Source: an optimization exercise on an open RTL-to-GDS flow (aim: small area, a short achievable clock period and few clock cycles). Production flows keep margins and buffers that such runs may drop.
Function was checked by simulation only, so behaviour that the tests miss may differ from the original.
Power is estimated from default activity; no workload was simulated.

## v6
Design control_top, start of the top module:
module control_top(
    output logic [15:0] imem_addr,
    input  logic [31:0] imem_rdata,
    output logic [15:0] dmem_addr,
    output logic [63:0] dmem_wdata,
    output logic dmem_we,
    input  logic [63:0] dmem_rdata,
    output logic halted,
    input logic clk,
    input logic reset
);
Size: about 9100 cells after synthesis, about 130000 um^2 of cells after synthesis.
==> flow/config.mk <==
export PLATFORM = sky130hd
export DESIGN_NAME = control_top
export DESIGN_NICKNAME = control_top
export VERILOG_FILES = /design/flow/design.v
export SDC_FILE = /design/flow/constraint.sdc
export NUM_CORES = 8
export LEC_CHECK = 0
export CAP_MARGIN = 20
export CORE_MARGIN = 2
export CORE_UTILIZATION = 30
export PLACE_DENSITY = 0.5
export SLEW_MARGIN = 20
export SYNTH_HIERARCHICAL = 1
==> flow/constraint.sdc <==
create_clock -name core_clock -period 10.0 [get_ports {clk}]
set_input_delay 2.0000 -clock core_clock [delete_from_list [all_inputs] [get_ports {clk}]]
set_output_delay 2.0000 -clock core_clock [all_outputs]
set_load 0.01 [all_outputs]
standard.sh (not shown) runs the stock make flow with config.mk's settings and CLKGATE_MAP_FILE= SYNTH_SCRIPT=/design/flow/synth_recipe.tcl, a recipe that flattens the netlist after the stock synthesis.
==> flow/flow/run.sh <==
#!/bin/bash
# The standard layout (the standard.sh: ORFS synthesis to final layout) with
# two changes: repair_timing aims for 6.2 ns of setup slack instead of 0, so the
# resizer keeps working on paths well below the 10 ns clock period; and it may
# resize cells to other drive strengths before global routing too
# (MATCH_CELL_FOOTPRINT=0; the platform's default allows only same-footprint
# swaps there).
# Should the incremental reroute after the post-global-route repair stop on an
# overflowing gcell, global routing is redone without that repair.
# make's full output goes to the flow_*.log files in this folder; ORFS keeps
# each tool's own log under orfs/logs/.
set -uo pipefail
M="SETUP_SLACK_MARGIN=6.2 MATCH_CELL_FOOTPRINT=0"
bash standard.sh $M cts > flow_cts.log 2>&1 || exit 1
if ! bash standard.sh $M grt > flow_grt.log 2>&1; then
    bash standard.sh $M SKIP_INCREMENTAL_REPAIR=1 grt > flow_grt2.log 2>&1 || exit 1
fi
bash standard.sh $M finish > flow_finish.log 2>&1 || exit 1
Testbench counts of v6, summed over its fixed seeds: cycles 36,338.
### v6 -> v7
--- a/flow/design.v
+++ b/flow/design.v
@@ -12,37 +12,35 @@
     input  logic        shZero,
     input  logic [4:0]  shamt,
     input  logic [31:0] link,
     input  logic [2:0]  f3,
     output logic [63:0] sum,
     output logic [63:0] res,
     output logic        taken
 );
 logic [63:0] shOut;
 logic        lt, eq;
 add64 add (.a(a), .b(b), .ci(sub), .s(sum));
 cmp64 cmp (.a(a), .bn(b), .eq(eq), .lt(lt));
-logic [63:0] ain, x;
+logic [63:0] x0, x1, x2, x3, x4, x5, xr;
 logic        fill;
-always_comb begin
-    for (int i = 0; i < 64; i++)
-        ain[i] = shLeft ? a[63-i] : a[i];
-    fill = shArith && !shLeft && a[63];
-    x = ain;
-    for (int s = 0; s < 5; s++)
-        if (shamt[s])
-            x = ({64{fill}} << (64 - (1 << s))) | (x >> (1 << s));
-    for (int i = 0; i < 64; i++)
-        shOut[i] = !shZero && (shLeft ? x[63-i] : x[i]);
-end
+assign fill = shArith && !shLeft && a[63];
+shrev   r0 (.a(a),  .sel(shLeft),   .y(x0));
+shlvl #(.S(1))  l0 (.a(x0), .sel(shamt[0]), .fill(fill), .y(x1));
+shlvl #(.S(2))  l1 (.a(x1), .sel(shamt[1]), .fill(fill), .y(x2));
+shlvl #(.S(4))  l2 (.a(x2), .sel(shamt[2]), .fill(fill), .y(x3));
+shlvl #(.S(8))  l3 (.a(x3), .sel(shamt[3]), .fill(fill), .y(x4));
+shlvl #(.S(16)) l4 (.a(x4), .sel(shamt[4]), .fill(fill), .y(x5));
+shrev   r1 (.a(x5), .sel(shLeft),   .y(xr));
+assign shOut = xr & {64{!shZero}};
 assign res = ({64{selSum}}  & sum)
            | ({64{selAnd}}  & (a & b))
            | ({64{selSlt}}  & {63'b0, lt})
            | ({64{selSh}}   & shOut)
            | ({64{selLink}} & {32'b0, link});
 always_comb begin
     case (f3)
         3'b000:  taken = eq;
         3'b001:  taken = !eq;
         3'b100:  taken = lt;
         default: taken = !lt;    
     endcase
@@ -118,24 +116,43 @@
     output logic [63:0] po
 );
 always_comb
     for (int j = 0; j < 64; j++)
         if (j >= L) begin
             go[j] = gi[j] | (pi[j] & gi[j-L]);
             po[j] = pi[j] & pi[j-L];
         end else begin
             go[j] = gi[j];
             po[j] = pi[j];
         end
 endmodule
+module shrev (
+    input  logic [63:0] a,
+    input  logic        sel,
+    output logic [63:0] y
+);
+always_comb
+    for (int i = 0; i < 64; i++)
+        y[i] = sel ? a[63-i] : a[i];
+endmodule
+module shlvl #(
+    parameter S = 1
+)(
+    input  logic [63:0] a,
+    input  logic        sel,
+    input  logic        fill,
+    output logic [63:0] y
+);
+assign y = sel ? {{S{fill}}, a[63:S]} : a;
+endmodule
 module wbsel (
     input  logic [63:0] mem,
     input  logic [63:0] res,
     input  logic        ld,
     input  logic [2:0]  f3,
     output logic [63:0] q
 );
 logic [63:0] ldata;
 always_comb begin
     case (f3)
         3'b010:  ldata = {31'b0, mem[63], mem[31:0]};
         3'b001:  ldata = {47'b0, mem[63], mem[15:0]};
@@ -286,27 +303,27 @@
     output logic [15:0] imem_addr,
     input  logic [31:0] imem_rdata,
     output logic [15:0] dmem_addr,
     output logic [63:0] dmem_wdata,
     output logic dmem_we,
     input  logic [63:0] dmem_rdata,
     output logic halted,
     input logic clk,
     input logic reset
 );
 logic [31:0] pcF;
 logic        vecF;           
-logic [31:0] pcI, pcp4I;
+logic [31:0] pcI;
 logic        vI, vecI, btbI;
-logic [31:0] IR, pcD, pcp4D;
+logic [31:0] IR, pcD, pcp4D;    
 logic [31:1] oh1D, oh2D;     
 logic        vD, btbD;
 logic [63:0] opA, opB;       
 logic [15:0] immE;           
 logic [31:0] pcp4E;          
 logic [19:0] offE;           
 logic        allocE;         
 logic        vE;             
 logic [4:0]  rdE;            
 logic        ldE, stE, brE, jE, jalrE, excE, brkE, predE;
 logic [4:0]  rdEr;
 logic        ldEr, stEr, brEr, jEr, allocEr, jalrEr, excEr, brkEr;
@@ -490,33 +507,31 @@
             btbV <= 1'b1;
         vE   <= vD && !stallD && !redirE && !killAll;
         if (brkNow)
             haltR <= 1'b1;
     end
 end
 always_ff @(posedge clk) begin
     if (allocE) begin
         btbTag <= pcp4E - 32'd4;
         btbTgt <= tgtE;
     end
     pcI   <= pcF;
-    pcp4I <= pcF4;
     begin
         IR    <= imem_rdata;
         for (int i = 1; i < 32; i++) begin
             oh1D[i] <= imem_rdata[19:15] == 5'(i);
             oh2D[i] <= imem_rdata[24:20] == 5'(i);
         end
         pcD   <= pcI;
-        pcp4D <= pcp4I;
     end
 end
 logic goE;
 assign goE = vD && !stallD;
 always_ff @(posedge clk or posedge reset) begin
     if (reset) begin
         rdEr   <= '0;
         ldEr   <= 1'b0;
         stEr   <= 1'b0;
         brEr   <= 1'b0;
         jEr    <= 1'b0;
         allocEr <= 1'b0;
@@ -531,24 +546,27 @@
         jEr    <= goE && jD;
         allocEr <= goE && predD && !btbD;
         jalrEr <= goE && isJalr;
         excEr  <= goE && isExc;
         brkEr  <= goE && isBrk;
     end
 end
 always_ff @(posedge clk) begin
     opA  <= opAn;
     opB  <= opBn;
     immE <= immD[15:0];
     pcp4E <= pcp4D;
+end
+inc4_32 incD (.a(pcD), .s(pcp4D));
+always_ff @(posedge clk) begin
     offE <= isJ ? {IR[19:12], IR[20], IR[30:21], 1'b0} : {{8{offB[11]}}, offB[11:0]};
     predE <= btbD;
     f3E  <= f3;
     subE <= subD;
     selLinkE <= isJ || isJalr;
     selSltE  <= (isR || isI) && f3 == 3'b010;
     selAndE  <= isR && f3 == 3'b111;
     selShE   <= isI && (f3 == 3'b001 || f3 == 3'b101);
     selSumE  <= !(isJ || isJalr || ((isR || isI) && f3 == 3'b010) || (isR && f3 == 3'b111) ||
                   (isI && (f3 == 3'b001 || f3 == 3'b101)));
     shLeftE  <= f3 == 3'b001;
     shArithE <= IR[29:24] == 6'b010000;
### Flow results
v7 completed; timing, DRC and antenna clean. Changes observed in v7 relative to v6: number of vias in the routed layout went down 3591; share of the clock period used by the worst path now sits higher; per-cell via count in the routed design down about 1.6%. The non-clock buffer count number comes out lower for v7 vs v6. The higher slew of the pin with the lowest slew margin of v7 and v6 is in v6. Comparing v7 and v6, the higher via count of the first global-routing pass was measured on v6. Global-route met2 utilization (v7 over v6): decrease, 3.1 points. The combinational cell fraction of total power in v7 sits 0.8 points below the value recorded for v6. v7 — number of non-filler instances in the completed layout 2.0% lower, v6 as reference. Wire: v7 routes less than v6. Number of clock buffer instances in the layout was higher in the run labelled v6. Compared with v6, v7 supports a lower clock frequency. v6 has higher first-pass GRT wire length than v7. Number of buffers inserted during clock tree synthesis in v7 vs v6: down about 3.3%.
Testbench counts of v7, summed over its fixed seeds: cycles 36,338.

* * *

Another version of the RTL of control_top (not shown whole).
For scale: roughly 9200 cells after synthesis, roughly 200 I/O pins, roughly 130000 sq um of cells after synthesis.
Settings: LEC_CHECK=0, CAP_MARGIN=20, CORE_MARGIN=2, CORE_UTILIZATION=30, PLACE_DENSITY=0.6, SLEW_MARGIN=40, SYNTH_HIERARCHICAL=1; clock period 10.0 ns.
==> flow/flow/run.sh <==
#!/bin/bash
# The standard layout (the standard.sh: ORFS synthesis to final layout) with
# these changes:
#  - repair_timing aims for 6.4 ns of setup slack instead of 0, so the resizer
#    keeps working on paths well below the 10 ns clock period;
#  - it may resize cells to other drive strengths before global routing too
#    (MATCH_CELL_FOOTPRINT=0; the platform's default allows only same-footprint
#    swaps there);
#  - the buffer that every input and output port gets is a buf_4 rather than
#    the delay cell buffer_ports picks by itself.
# Should the incremental reroute after the post-global-route repair stop on an
# overflowing gcell, global routing is redone without that repair.
# make's full output goes to the flow_*.log files in this folder; ORFS keeps
# each tool's own log under orfs/logs/.
set -uo pipefail
M=(SETUP_SLACK_MARGIN=6.4 MATCH_CELL_FOOTPRINT=0 "BUFFER_PORTS_ARGS=-buffer_cell sky130_fd_sc_hd__buf_4")
bash standard.sh "${M[@]}" cts > flow_cts.log 2>&1 || exit 1
if ! bash standard.sh "${M[@]}" grt > flow_grt.log 2>&1; then
    bash standard.sh "${M[@]}" SKIP_INCREMENTAL_REPAIR=1 grt > flow_grt2.log 2>&1 || exit 1
fi
bash standard.sh "${M[@]}" finish > flow_finish.log 2>&1 || exit 1
Testbench counts at the start, summed over its fixed seeds: cycles 36,338.
Next try:
--- a/flow/design.v
+++ b/flow/design.v
@@ -433,24 +433,28 @@
 assign useRs1 = isR || isI || isL || isS || isBr || isJalr;
 assign useRs2 = isR || isS || isBr;
 logic [31:0] offB;
 logic        brZero, jZero, predD;
 assign offB = (f3 == 3'b000) ? {{20{IR[31]}}, IR[31:20]}
                              : {{20{IR[30]}}, IR[30:25], IR[11:8], 2'b00};
 assign brZero = (f3 == 3'b000) ? (IR[31:20] == 12'd0) : ({IR[30:25], IR[11:8]} == 10'd0);
 assign jZero  = ({IR[19:12], IR[20], IR[30:21]} == 19'd0);
 logic brD, jD;   
 assign brD   = isBr && !brZero;
 assign jD    = isJ && !jZero;
 assign predD = (brD && offB[31]) || jD;
+logic [31:0] tgtD;
+logic        redirD;
+tgtadd tgtaddD (.a(pcp4D), .off(isJ ? {IR[19:12], IR[20], IR[30:21], 1'b0} : {{8{offB[11]}}, offB[11:0]}),
+                .s(tgtD));
 logic subD;
 assign subD = isBr || ((isR || isI) && f3 == 3'b010) || (isR && f3 == 3'b000 && IR[31:29] != 3'b000);
 logic [63:0] immD;
 always_comb begin
     if (isU)
         immD = {{32{IR[31]}}, IR[31:12], 12'b0};
     else if (isS)
         immD = {{52{IR[31]}}, IR[31:25], IR[11:7]};
     else if (isL && f3 == 3'b100)
         immD = {52'b0, IR[31:20]};
     else
         immD = {{52{IR[31]}}, IR[31:20]};
@@ -481,33 +485,35 @@
 assign b2 = !useImm && !h2E && !h2M && h2W;
 assign b3 = !useImm && !h2E && !h2M && !h2W;
 assign b4 = useImm;
 opselA osA (.d0(resE), .d1(resM), .d2(finalW), .d3n(rf1n), .s0(a0), .s1(a1), .s2(a2), .s3(a3),
             .q(opAn));
 opselB osB (.d0(resE), .d1(resM), .d2(finalW), .d3n(rf2n), .d4(immD),
             .s0(b0), .s1(b1), .s2(b2), .s3(b3), .s4(b4), .inv(subD), .q(opBn));
 logic stallD;
 assign stallD = vD && ((useRs1 && ((h1E && ldE) || (h1M && ldM))) ||
                        (useRs2 && ((h2E && ldE) || (h2M && ldM))));
 logic refetch, vecRedir;
 assign refetch  = stallD;             
+assign redirD   = vD && !stallD && predD && !btbD;
 assign vecRedir = vI && vecI;
 logic [31:0] btbTag, btbTgt, pcF4, tgtE;
 logic        btbV, btbHit;
 inc4_32 incF (.a(pcF), .s(pcF4));
 assign btbHit = btbV && pcF == btbTag;
 logic [31:0] pcRest, pcF_next;
 always_comb begin
     if (vecRedir)      pcRest = imem_rdata;
     else if (refetch)  pcRest = pcD;
+    else if (redirD)   pcRest = tgtD;
     else if (btbHit)   pcRest = btbTgt;
     else               pcRest = pcF4;
 end
 redir redir (.eq(eqE), .lt(ltE), .mEq(vE && mEqEr), .mLt(vE && mLtEr), .x(xE),
              .early(vE && earlyEr), .redirE(redirE));
 pcsel pcsel (
     .redirE(redirE), .predE(predE), .jalrE(jalrE), .excE(excE),
     .jalrTgt(sum[31:0]), .tgtE(tgtE), .pcp4E(pcp4E), .pcRest(pcRest),
     .pcNext(pcF_next)
 );
 assign imem_addr = pcF[15:0];
 always_ff @(posedge clk or posedge reset) begin
@@ -516,28 +522,28 @@
         vecF <= 1'b0;
         vI   <= 1'b0;
         vecI <= 1'b0;
         btbI <= 1'b0;
         vD   <= 1'b0;
         btbD <= 1'b0;
         btbV <= 1'b0;
         vE   <= 1'b0;
         haltR <= 1'b0;
     end else begin
         pcF  <= pcF_next;
         vecF <= excRedir;
-        vI   <= !(redirE || refetch || vecRedir || killAll);
+        vI   <= !(redirE || refetch || vecRedir || redirD || killAll);
         vecI <= vecF;
         btbI <= btbHit;
-        vD   <= vI && !vecI && !redirE && !refetch && !killAll;
+        vD   <= vI && !vecI && !redirE && !refetch && !redirD && !killAll;
         btbD <= btbI;
         if (allocE)
             btbV <= 1'b1;
         vE   <= vD && !stallD && !redirE && !killAll;
         if (brkNow)
             haltR <= 1'b1;
     end
 end
 always_ff @(posedge clk) begin
     if (allocE) begin
         btbTag <= pcp4E - 32'd4;
         btbTgt <= tgtE;
@@ -567,38 +573,38 @@
         mLtEr  <= 1'b0;
         earlyEr <= 1'b0;
     end else begin
         rdEr   <= (goE && writes) ? rdD : 5'd0;
         ldEr   <= goE && isL;
         stEr   <= goE && isS;
         allocEr <= goE && predD && !btbD;
         jalrEr <= goE && isJalr;
         excEr  <= goE && isExc;
         brkEr  <= goE && isBrk;
         mEqEr  <= goE && brD && !f3[2];
         mLtEr  <= goE && brD && f3[2];
-        earlyEr <= goE && ((jD && !btbD) || isJalr || isExc);
+        earlyEr <= goE && (isJalr || isExc);
     end
 end
 always_ff @(posedge clk) begin
     opA  <= opAn;
     opB  <= opBn;
     immE <= immD[15:0];
     pcp4E <= pcp4D;
 end
 inc4_32 incD (.a(pcD), .s(pcp4D));
 always_ff @(posedge clk) begin
     offE <= isJ ? {IR[19:12], IR[20], IR[30:21], 1'b0} : {{8{offB[11]}}, offB[11:0]};
-    predE <= btbD;
-    xE    <= btbD ^ f3[0];
+    predE <= btbD || predD;
+    xE    <= (btbD || predD) ^ f3[0];
     f3E  <= f3;
     subE <= subD;
     selLinkE <= isJ || isJalr;
     selSltE  <= (isR || isI) && f3 == 3'b010;
     selAndE  <= isR && f3 == 3'b111;
     selShE   <= isI && (f3 == 3'b001 || f3 == 3'b101);
     selSumE  <= !(isJ || isJalr || ((isR || isI) && f3 == 3'b010) || (isR && f3 == 3'b111) ||
                   (isI && (f3 == 3'b001 || f3 == 3'b101)));
     for (int k = 0; k < 4; k++) begin
         shAE[k] <= {f3 == 3'b001, IR[20]} == 2'(k);
         shBE[k] <= IR[22:21] == 2'(k);
         shCE[k] <= IR[24:23] == 2'(k);
After rerunning: The changed run passed the timing, DRC and antenna checks; maximum frequency goes down by about 12%; via count goes up by 3.5%; area after synthesis goes up by 1.8%; die area goes up by about 1.8%; register-to-register slack gets worse by 510 ps; routed wire length goes up by about 1.7%; total power goes up by 7.4%; final cell count goes up by about 3%; final area goes up by about 3.4%; clock-buffer cell count goes up by 3.
Testbench counts after the change, summed over its fixed seeds: cycles 35,941.

[port drivers added, routing unchanged]
No port has a modelled driver above. Below, the same layouts with a new extraction and two added sets of constraints. Step 1: set_driving_cell puts a clkbuf_16 on clk and a buf_2 on each other input, an assumption about the parent block. Step 2 adds t to the input delays and takes it off the output delays; t is the mean of the earliest and latest rising clock arrival at the registers after step 1. Input paths then give back, and output paths get back, about the clock's delay inside the block. a / b / c = ideal ports / drivers / drivers and shift; a / b = the first two.
| run | t (ns) | setup slack, ns | worst setup path after step 2 | latest minus earliest clock arrival (ns) | worst slew at a driven data input, ns |
|---|---|---|---|---|---|
| v6 | 1.056 | 6.005 / 6.005 / 5.463 | input to register | 0.110 / 0.110 | 0.27 |
| v7 | 1.054 | 5.225 / 5.225 / 5.225 | register to register | 0.076 / 0.076 | 0.06 |
| the first run of note 2 | 1.041 | 6.359 / 6.291 / 6.276 | input to register | 0.096 / 0.096 | 0.27 |
| the second run of note 2 | 1.049 | 5.853 / 5.853 / 5.853 | register to register | 0.080 / 0.080 | 0.19 |
After both steps setup and hold are still met in every run listed. The setup slack of v6, which loses most, moves by 0.000 ns with the drivers and by -0.542 ns with both steps.
